What follows belongs to an exercise in optimizing a design on an open flow for small area; a production flow would make more cautious choices.
At most, simulation tests tie the RTL to the original design; equivalence was not proved.
Power is estimated from default activity; no workload was simulated.

==> build 42: inputs <==
==> flow/design.v <==
`timescale 1ns / 1ps
module sound(sys_CLK, rst, button, replay, key, high, low, audio, light);
  input         sys_CLK;
  input         rst;
  input  [2:0]  button;
  input         replay;
  input  [6:0]  key;
  input         high, low;
  output        audio;
  output [10:0] light;
  assign light = {replay, button, key};
  reg  [13:0] m;         
  reg  [14:0] w;         
  reg         audiof;
  reg  [4:0]  j;         
  reg  [4:0]  jd;        
  reg         f;         
  reg  [6:0]  len;       
  reg  [5:0]  track_c;   
  reg  [4:0]  last;      
  reg  [254:0] ring;     
  reg  [5:0]  p;         
  reg         clr;       
  assign audio = (|button || |key) ? audiof : 1'b1;
  wire tick4 = (m == 14'd0);
  wire [13:0] m_n = {m[12:0], m[13] ^ m[0] ^ m[1] ^ m[11] ^ (m[12:0] == 13'd0)};
  wire [14:0] w_n = {w[13:0], w[14] ^ w[13] ^ (w[13:0] == 14'd0)};
  localparam [639:0] SONG1_T = 640'h842108421084210842108421084210842108421084210842108421084210842108421084210842108421084210842108421084210842108421084210842010c23180410846218405284631802108c43;
  function [4:0] song1;
    input [6:0] a;
    song1 = SONG1_T[a * 5 +: 5];
  endfunction
  localparam [639:0] SONG2_T = 640'h8c6318c6318c6318c6318c6318c6318c6318c6318c6318c6318c6318c6318c6318c6318c6318c6318d6b5ad6b5ad455a88428c46310af5ad6f7a502318c6318c6318d4a52945296f7bdc4215eb5ac631;
  function [4:0] song2;
    input [6:0] a;
    song2 = SONG2_T[a * 5 +: 5];
  endfunction
  localparam [639:0] SONG3_T = 640'h10842108421084210842108421084210842ad6b5bd055ad6b5bdc4210c6210843084021084210c74a5295a540318c611084215c570042108421084231d2821528210af7bde94a52318c631ad694a5042;
  function [4:0] song3;
    input [6:0] a;
    song3 = SONG3_T[a * 5 +: 5];
  endfunction
  localparam [479:0] TONE_T = 480'h210c40129ba5ef10a6a623ae5e00000cdb299b9af1617bd2f8d2ac0a00004296850bbd2bb68226e742fe690000;
  function [14:0] tone;
    input [4:0] a;
    tone = TONE_T[a * 15 +: 15];
  endfunction
  reg [2:0] kk;
  always @* begin
    case (key)
      7'b0000001: kk = 3'd2;
      7'b0000010: kk = 3'd3;
      7'b0000100: kk = 3'd1;
      7'b0001000: kk = 3'd6;
      7'b0010000: kk = 3'd5;
      7'b0100000: kk = 3'd7;
      7'b1000000: kk = 3'd4;
      default:    kk = 3'd0;
    endcase
  end
  wire [1:0] oc = high ? 2'd1 : low ? 2'd2 : 2'd0;
  wire [4:0] kbd = (kk == 3'd0) ? 5'd0 : {oc, kk};
  wire [6:0] len1 = len + 7'd1;
  wire       s1 = (button == 3'b001);
  wire       s2 = (button == 3'b010);
  wire       s3 = (button == 3'b100);
  wire       rp = ~s1 & ~s2 & ~s3 & replay;
  wire       kb = ~s1 & ~s2 & ~s3 & ~replay;
  reg [6:0] len_n;
  reg [4:0] j_n;
  always @* begin
    if (s1) begin
      len_n = (len > 7'd28) ? 7'd0 : len1;
      j_n = song1(len);
    end else if (s2) begin
      len_n = (len > 7'd62) ? 7'd0 : len1;
      j_n = song2(len);
    end else if (s3) begin
      len_n = (len > 7'd99) ? 7'd0 : len1;
      j_n = song3(len);
    end else if (replay) begin
      len_n = (len > 7'd50) ? 7'd0 : len1;
      j_n = 5'd0;
    end else begin
      len_n = len;
      j_n = kbd;
    end
  end
  wire full = (track_c > 6'd50);
  wire wr = kb & ~full & ((track_c == 6'd0) | (last != j_n));
  wire [4:0] ring_out = ring[254:250];
  wire fetch = f & (p == len1[5:0]);
  always @(posedge sys_CLK) begin
    if (rst) begin
      m <= 14'd16130;
      w <= 15'd2;
      audiof <= 1'b0;
      j <= 5'd0;
      jd <= 5'd0;
      f <= 1'b0;
      len <= 7'd0;
      track_c <= 6'd0;
    end else begin
      m <= m_n;
      if (w == 15'd0 && jd != 5'd0) begin
        w <= tone(jd);
        audiof <= ~audiof;
      end else
        w <= w_n;
      if (tick4) begin
        j <= j_n;
        jd <= j;
        f <= rp & (len_n != 7'd51);
        len <= len_n;
        if (kb & full)
          track_c <= 6'd0;
        else if (wr)
          track_c <= track_c + 6'd1;
      end else if (fetch) begin
        j <= ring_out;
        f <= 1'b0;
      end
    end
  end
  always @(posedge sys_CLK)
    if (tick4 & wr)
      last <= j_n;
  wire [5:0] pn = (p == 6'd51) ? 6'd1 : p + 6'd1;
  wire [4:0] rin = clr ? 5'd0 : (p == track_c) ? last : ring_out;
  always @(posedge sys_CLK) begin
    ring <= {ring[249:0], rin};
    if (rst) begin
      p <= 6'd1;
      clr <= 1'b1;
    end else begin
      p <= pn;
      if (p == 6'd51)
        clr <= 1'b0;
    end
  end
endmodule
==> flow/flow/run.sh <==
#!/bin/bash
# Own layout flow: the standard layout (standard.sh) with two changes:
#  - synthesis maps the logic with an area-oriented ABC script (abc_area.script
#    here) in place of ORFS's; everything else in synthesis is the standard flow's own
#    (synth_recipe.tcl), so the registers are the standard synthesis's;
#  - clock tree synthesis uses larger sink clusters and no dummy loads
#    (cts_args here);
#  - the input and output ports are buffered with sky130_fd_sc_hd__buf_1.
# Each step's full output goes to a log file in this folder.
set -euo pipefail
W=$(pwd)
rm -rf "$W/scripts_area"
cp -r "$FLOW_HOME/scripts" "$W/scripts_area"
cp "$W/flow/abc_area.script" "$W/scripts_area/abc_area.script"
bash "$W/standard.sh" ABC_AREA=1 SCRIPTS_DIR="$W/scripts_area" synth > "$W/synth.log" 2>&1
export CTS_ARGS="$(cat "$W/flow/cts_args")"
bash "$W/standard.sh" "CTS_ARGS=$CTS_ARGS" \
  "BUFFER_PORTS_ARGS=-buffer_cell sky130_fd_sc_hd__buf_1" > "$W/layout.log" 2>&1
==> flow/flow/abc_area.script <==
strash
&get -n
&deepsyn -T 60
&put
dch -f
map -a
mfs2
strash
dch -f
map -a
==> flow/flow/cts_args <==
-sink_clustering_enable -repair_clock_nets -dont_use_dummy_load -sink_clustering_size 20 -sink_clustering_max_diameter 60 -buf_list sky130_fd_sc_hd__clkbuf_8
==> flow/standard.sh <==
#!/bin/bash
# synth_recipe.tcl (not shown) runs the flow's synth.tcl, then flattens the netlist and writes it again
# the make line also repeats each setting of config.mk as NAME=value (left out here)
make -C /OpenROAD-flow-scripts/flow DESIGN_CONFIG=/design/flow/config.mk WORK_HOME=/design/flow/orfs CLKGATE_MAP_FILE= SYNTH_SCRIPT=/design/flow/synth_recipe.tcl "${@:-finish}"
==> flow/config.mk <==
export PLATFORM = sky130hd
export DESIGN_NAME = sound
export DESIGN_NICKNAME = sound
export VERILOG_FILES = /design/flow/design.v
export SDC_FILE = /design/flow/constraint.sdc
export NUM_CORES = 4
export LEC_CHECK = 0
export ABC_AREA = 1
export CAP_MARGIN = 20
export CORE_MARGIN = 2
export CORE_UTILIZATION = 40
export SLEW_MARGIN = 20
==> flow/constraint.sdc <==
create_clock -name core_clock -period 10.0 [get_ports {sys_CLK}]
set_input_delay 2.0000 -clock core_clock [delete_from_list [all_inputs] [get_ports {sys_CLK}]]
set_output_delay 2.0000 -clock core_clock [all_outputs]
set_load 0.01 [all_outputs]
==> build 82: changes against build 42 <==
--- a/flow/design.v
+++ b/flow/design.v
@@ -9,8 +9,9 @@
   output        audio;
   output [10:0] light;
   assign light = {replay, button, key};
+  reg         t;         
   reg  [13:0] m;         
-  reg  [14:0] w;         
+  reg  [13:0] count;     
   reg         audiof;
   reg  [4:0]  j;         
   reg  [4:0]  jd;        
@@ -22,44 +23,44 @@
   reg  [5:0]  p;         
   reg         clr;       
   assign audio = (|button || |key) ? audiof : 1'b1;
-  wire tick4 = (m == 14'd0);
+  wire tick4 = (m == 14'd4032);
+  wire tick6 = ~t;
   wire [13:0] m_n = {m[12:0], m[13] ^ m[0] ^ m[1] ^ m[11] ^ (m[12:0] == 13'd0)};
-  wire [14:0] w_n = {w[13:0], w[14] ^ w[13] ^ (w[13:0] == 14'd0)};
-  localparam [639:0] SONG1_T = 640'h842108421084210842108421084210842108421084210842108421084210842108421084210842108421084210842108421084210842108421084210842010c23180410846218405284631802108c43;
+  wire [13:0] count_n = {count[12:0], count[13] ^ count[0] ^ count[1] ^ count[11] ^ (count[12:0] == 13'd0)};
+  localparam [639:0] SONG1_T = 640'h5ad6b5ad6b5ad6b5ad6b5ad6b5ad6b5ad6b5ad6b5ad6b5ad6b5ad6b5ad6b5ad6b5ad6b5ad6b5ad6b5ad6b5ad6b5ad6b5ad6b5ad6b5ad6b5ad6b5ad6b5ad604a96a5012b5ad4952c0d6ad4a5016b5a92a;
   function [4:0] song1;
     input [6:0] a;
     song1 = SONG1_T[a * 5 +: 5];
   endfunction
-  localparam [639:0] SONG2_T = 640'h8c6318c6318c6318c6318c6318c6318c6318c6318c6318c6318c6318c6318c6318c6318c6318c6318d6b5ad6b5ad455a88428c46310af5ad6f7a502318c6318c6318d4a52945296f7bdc4215eb5ac631;
+  localparam [639:0] SONG2_T = 640'h18c6318c6318c6318c6318c6318c6318c6318c6318c6318c6318c6318c6318c6318c6318c6318c63194a5294a5295252a52918d4a4a4c5294c639d6a5294a5294a52a318c62d6b4c631929498a528c63;
   function [4:0] song2;
     input [6:0] a;
     song2 = SONG2_T[a * 5 +: 5];
   endfunction
-  localparam [639:0] SONG3_T = 640'h10842108421084210842108421084210842ad6b5bd055ad6b5bdc4210c6210843084021084210c74a5295a540318c611084215c570042108421084231d2821528210af7bde94a52318c631ad694a5042;
+  localparam [639:0] SONG3_T = 640'h4a5294a5294a5294a5294a5294a5294a529294a531d25294a5319294a9494a52a5ac094a5294a94739ce53940a5294b4a5294992602d6b5ad6b5ad6a51ce949ce94a4c6318e739c6318c63294e739d29;
   function [4:0] song3;
     input [6:0] a;
     song3 = SONG3_T[a * 5 +: 5];
   endfunction
-  localparam [479:0] TONE_T = 480'h210c40129ba5ef10a6a623ae5e00000cdb299b9af1617bd2f8d2ac0a00004296850bbd2bb68226e742fe690000;
-  function [14:0] tone;
+  localparam [447:0] TONE_T = 448'h939d8bf16ecb7ac0739afbdf4000a5e9ebfdf9ef788b5bd9e1d50000fa24d7fe1a9d6ab1eba7bd948000;
+  function [13:0] tone;
     input [4:0] a;
-    tone = TONE_T[a * 15 +: 15];
+    tone = TONE_T[a * 14 +: 14];
   endfunction
   reg [2:0] kk;
   always @* begin
     case (key)
-      7'b0000001: kk = 3'd2;
-      7'b0000010: kk = 3'd3;
-      7'b0000100: kk = 3'd1;
-      7'b0001000: kk = 3'd6;
+      7'b0000001: kk = 3'd1;
+      7'b0000010: kk = 3'd2;
+      7'b0000100: kk = 3'd3;
+      7'b0001000: kk = 3'd4;
       7'b0010000: kk = 3'd5;
-      7'b0100000: kk = 3'd7;
-      7'b1000000: kk = 3'd4;
+      7'b0100000: kk = 3'd6;
+      7'b1000000: kk = 3'd7;
       default:    kk = 3'd0;
     endcase
   end
-  wire [1:0] oc = high ? 2'd1 : low ? 2'd2 : 2'd0;
-  wire [4:0] kbd = (kk == 3'd0) ? 5'd0 : {oc, kk};
+  wire [4:0] kbd = (kk == 3'd0) ? 5'd0 : {high, ~high & ~low, kk};
   wire [6:0] len1 = len + 7'd1;
   wire       s1 = (button == 3'b001);
   wire       s2 = (button == 3'b010);
@@ -92,8 +93,9 @@
   wire fetch = f & (p == len1[5:0]);
   always @(posedge sys_CLK) begin
     if (rst) begin
-      m <= 14'd16130;
-      w <= 15'd2;
+      t <= 1'b0;
+      m <= 14'd0;
+      count <= 14'd0;
       audiof <= 1'b0;
       j <= 5'd0;
       jd <= 5'd0;
@@ -101,12 +103,15 @@
       len <= 7'd0;
       track_c <= 6'd0;
     end else begin
+      t <= ~t;
       m <= m_n;
-      if (w == 15'd0 && jd != 5'd0) begin
-        w <= tone(jd);
-        audiof <= ~audiof;
-      end else
-        w <= w_n;
+      if (tick6) begin
+        if (count == 14'd8192 && jd != 5'd0) begin
+          count <= tone(jd);
+          audiof <= ~audiof;
+        end else
+          count <= count_n;
+      end
       if (tick4) begin
         j <= j_n;
         jd <= j;
==> flow/run.sh (new file) <==
#!/bin/bash
# synth_recipe.tcl (not shown) runs the flow's synth.tcl, then flattens the netlist and writes it again
# the make line also repeats each setting of config.mk as NAME=value (left out here)
make -C /OpenROAD-flow-scripts/flow DESIGN_CONFIG=/design/flow/config.mk WORK_HOME=/design/flow/orfs CLKGATE_MAP_FILE= SYNTH_SCRIPT=/design/flow/synth_recipe.tcl finish
--- a/flow/config.mk
+++ b/flow/config.mk
@@ -8,5 +8,7 @@
 export ABC_AREA = 1
 export CAP_MARGIN = 20
 export CORE_MARGIN = 2
-export CORE_UTILIZATION = 40
+export CORE_UTILIZATION = 60
+export CTS_BUF_LIST = sky130_fd_sc_hd__clkbuf_2 sky130_fd_sc_hd__clkbuf_4
+export CTS_CLUSTER_SIZE = 30
 export SLEW_MARGIN = 20
removed: flow/flow/run.sh
removed: flow/flow/abc_area.script
removed: flow/flow/cts_args
removed: flow/standard.sh
==> trial 23: changes against build 42 <==
--- a/flow/design.v
+++ b/flow/design.v
@@ -86,7 +86,8 @@
       j_n = kbd;
     end
   end
-  wire full = (track_c > 6'd50);
+  wire full = &{track_c[5:4], track_c[1:0]};   
+  wire pwrap = &{p[5:4], p[1:0]};               
   wire wr = kb & ~full & ((track_c == 6'd0) | (last != j_n));
   wire [4:0] ring_out = ring[254:250];
   wire fetch = f & (p == len1[5:0]);
@@ -110,7 +111,7 @@
       if (tick4) begin
         j <= j_n;
         jd <= j;
-        f <= rp & (len_n != 7'd51);
+        f <= rp;
         len <= len_n;
         if (kb & full)
           track_c <= 6'd0;
@@ -125,7 +126,7 @@
   always @(posedge sys_CLK)
     if (tick4 & wr)
       last <= j_n;
-  wire [5:0] pn = (p == 6'd51) ? 6'd1 : p + 6'd1;
+  wire [5:0] pn = pwrap ? 6'd1 : p + 6'd1;
   wire [4:0] rin = clr ? 5'd0 : (p == track_c) ? last : ring_out;
   always @(posedge sys_CLK) begin
     ring <= {ring[249:0], rin};
@@ -134,7 +135,7 @@
       clr <= 1'b1;
     end else begin
       p <= pn;
-      if (p == 6'd51)
+      if (pwrap)
         clr <= 1'b0;
     end
   end
==> flow/flow/run.sh (replaced) <==
#!/bin/bash
# Own layout flow: the standard layout (standard.sh) with two changes:
#  - synthesis maps the logic with an area-oriented ABC script (abc_area.script
#    here) in place of ORFS's, and leaves adders to ABC (no half/full adder
#    cells); everything else in synthesis is the standard flow's own (synth_recipe.tcl),
#    so the registers are the standard synthesis's;
#  - clock tree synthesis uses larger sink clusters and no dummy loads
#    (cts_args here);
#  - the input and output ports are buffered with sky130_fd_sc_hd__buf_1.
# Each step's full output goes to a log file in this folder.
set -euo pipefail
W=$(pwd)
rm -rf "$W/scripts_area"
cp -r "$FLOW_HOME/scripts" "$W/scripts_area"
cp "$W/flow/abc_area.script" "$W/scripts_area/abc_area.script"
bash "$W/standard.sh" ABC_AREA=1 SCRIPTS_DIR="$W/scripts_area" ADDER_MAP_FILE= synth > "$W/synth.log" 2>&1
export CTS_ARGS="$(cat "$W/flow/cts_args")"
bash "$W/standard.sh" "CTS_ARGS=$CTS_ARGS" \
  "BUFFER_PORTS_ARGS=-buffer_cell sky130_fd_sc_hd__buf_1" > "$W/layout.log" 2>&1
==> flow/flow/cts_args (replaced) <==
-sink_clustering_enable -repair_clock_nets -dont_use_dummy_load -sink_clustering_size 18 -sink_clustering_max_diameter 60 -buf_list sky130_fd_sc_hd__clkbuf_8
==> comparison <==
- Against build 42, the register-to-register slack of build 82 is higher by 0.41 ns.
- Against build 82, the sequential share of layout area of build 42 is higher by 11 points.
- The highest clock power belongs to build 82, the lowest to build 42.
- The highest maximum frequency belongs to trial 23, the lowest to build 82.
- The highest first-iteration DRC count belongs to build 82, the lowest to trial 23.
- Cell area: build 82 is higher than trial 23 (about 24%).
- Against trial 23, the clock skew of build 42 is lower by 0.0063 ns.
- Cell count, lowest first: trial 23, build 42, build 82.
==> figures <==
quantity	build 82	trial 23	build 42
Cell depth of the worst flop-to-flop path	16	22	13
Synth Area in Simple Gates	17.5%	11.1%	10.3%
Maximum operating frequency	180 MHz	197 MHz	197 MHz
Result of the run	no timing/DRC/antenna violations	no timing/DRC/antenna violations	no timing/DRC/antenna violations
Clock buffer count in the final layout	105	23	20
Die boundary width	136 microns	152 microns	155 microns
Count of non-CTS buffers in the layout	28	27	27
Cell at the slowest stage of the critical path	sky130_fd_sc_hd__clkdlybuf4s50_1	sky130_fd_sc_hd__o41ai_1	sky130_fd_sc_hd__nor3_1
Max H-tree Level	3	1	1
Adder-Cell Fraction of Synth Area	2.74%	0%	2.87%
Number of well taps	225	280	285
Overall die area	18600 sq um	23200 sq um	24100 sq um
Headroom to the max-slew limit	42.8%	50.9%	56.9%
Biggest fanout along the worst timing path	5	4	3
Area Growth Syn to Fin	11.6%	7.85%	7.14%
Internal power	1820 uW	1520 uW	1480 uW
Count of antenna diodes in the layout	1	0	0
Function not checked in build 82: the RTL went through the layout flow alone.

-- separate check: timing with driven ports --
Ports are ideal in the flow. The routed layouts listed here were re-timed in OpenROAD. Step 1 sets driving cells, clkbuf_16 on the clock port and buf_2 on the other inputs (assumed; they add their load-dependent delay and slew). Step 2, shift: input delay + t, output delay - t, t = (earliest + latest rising clock arrival at the registers) / 2. This alone moves slack from input paths to output paths. Slacks: ideal / step 1 / step 2; pairs: ideal / step 1.
run | t (ns) | setup slack, ns | worst setup path at the end | worst register clock-pin slew, ns | worst data-port slew with drivers (ns)
build 42 | 0.539 | 4.912 / 4.893 / 4.732 | input to register | 0.12 / 0.12 | 0.03
build 82 | 0.702 | 4.453 / 4.431 / 4.431 | input to output | 0.08 / 0.08 | 0.04
trial 23 | 0.532 | 4.933 / 4.912 / 4.841 | input to register | 0.11 / 0.11 | 0.03
After both steps every run listed still meets setup and hold. The setup slack of build 42, which loses most, moves by -0.019 ns with the drivers and by -0.180 ns with both steps.
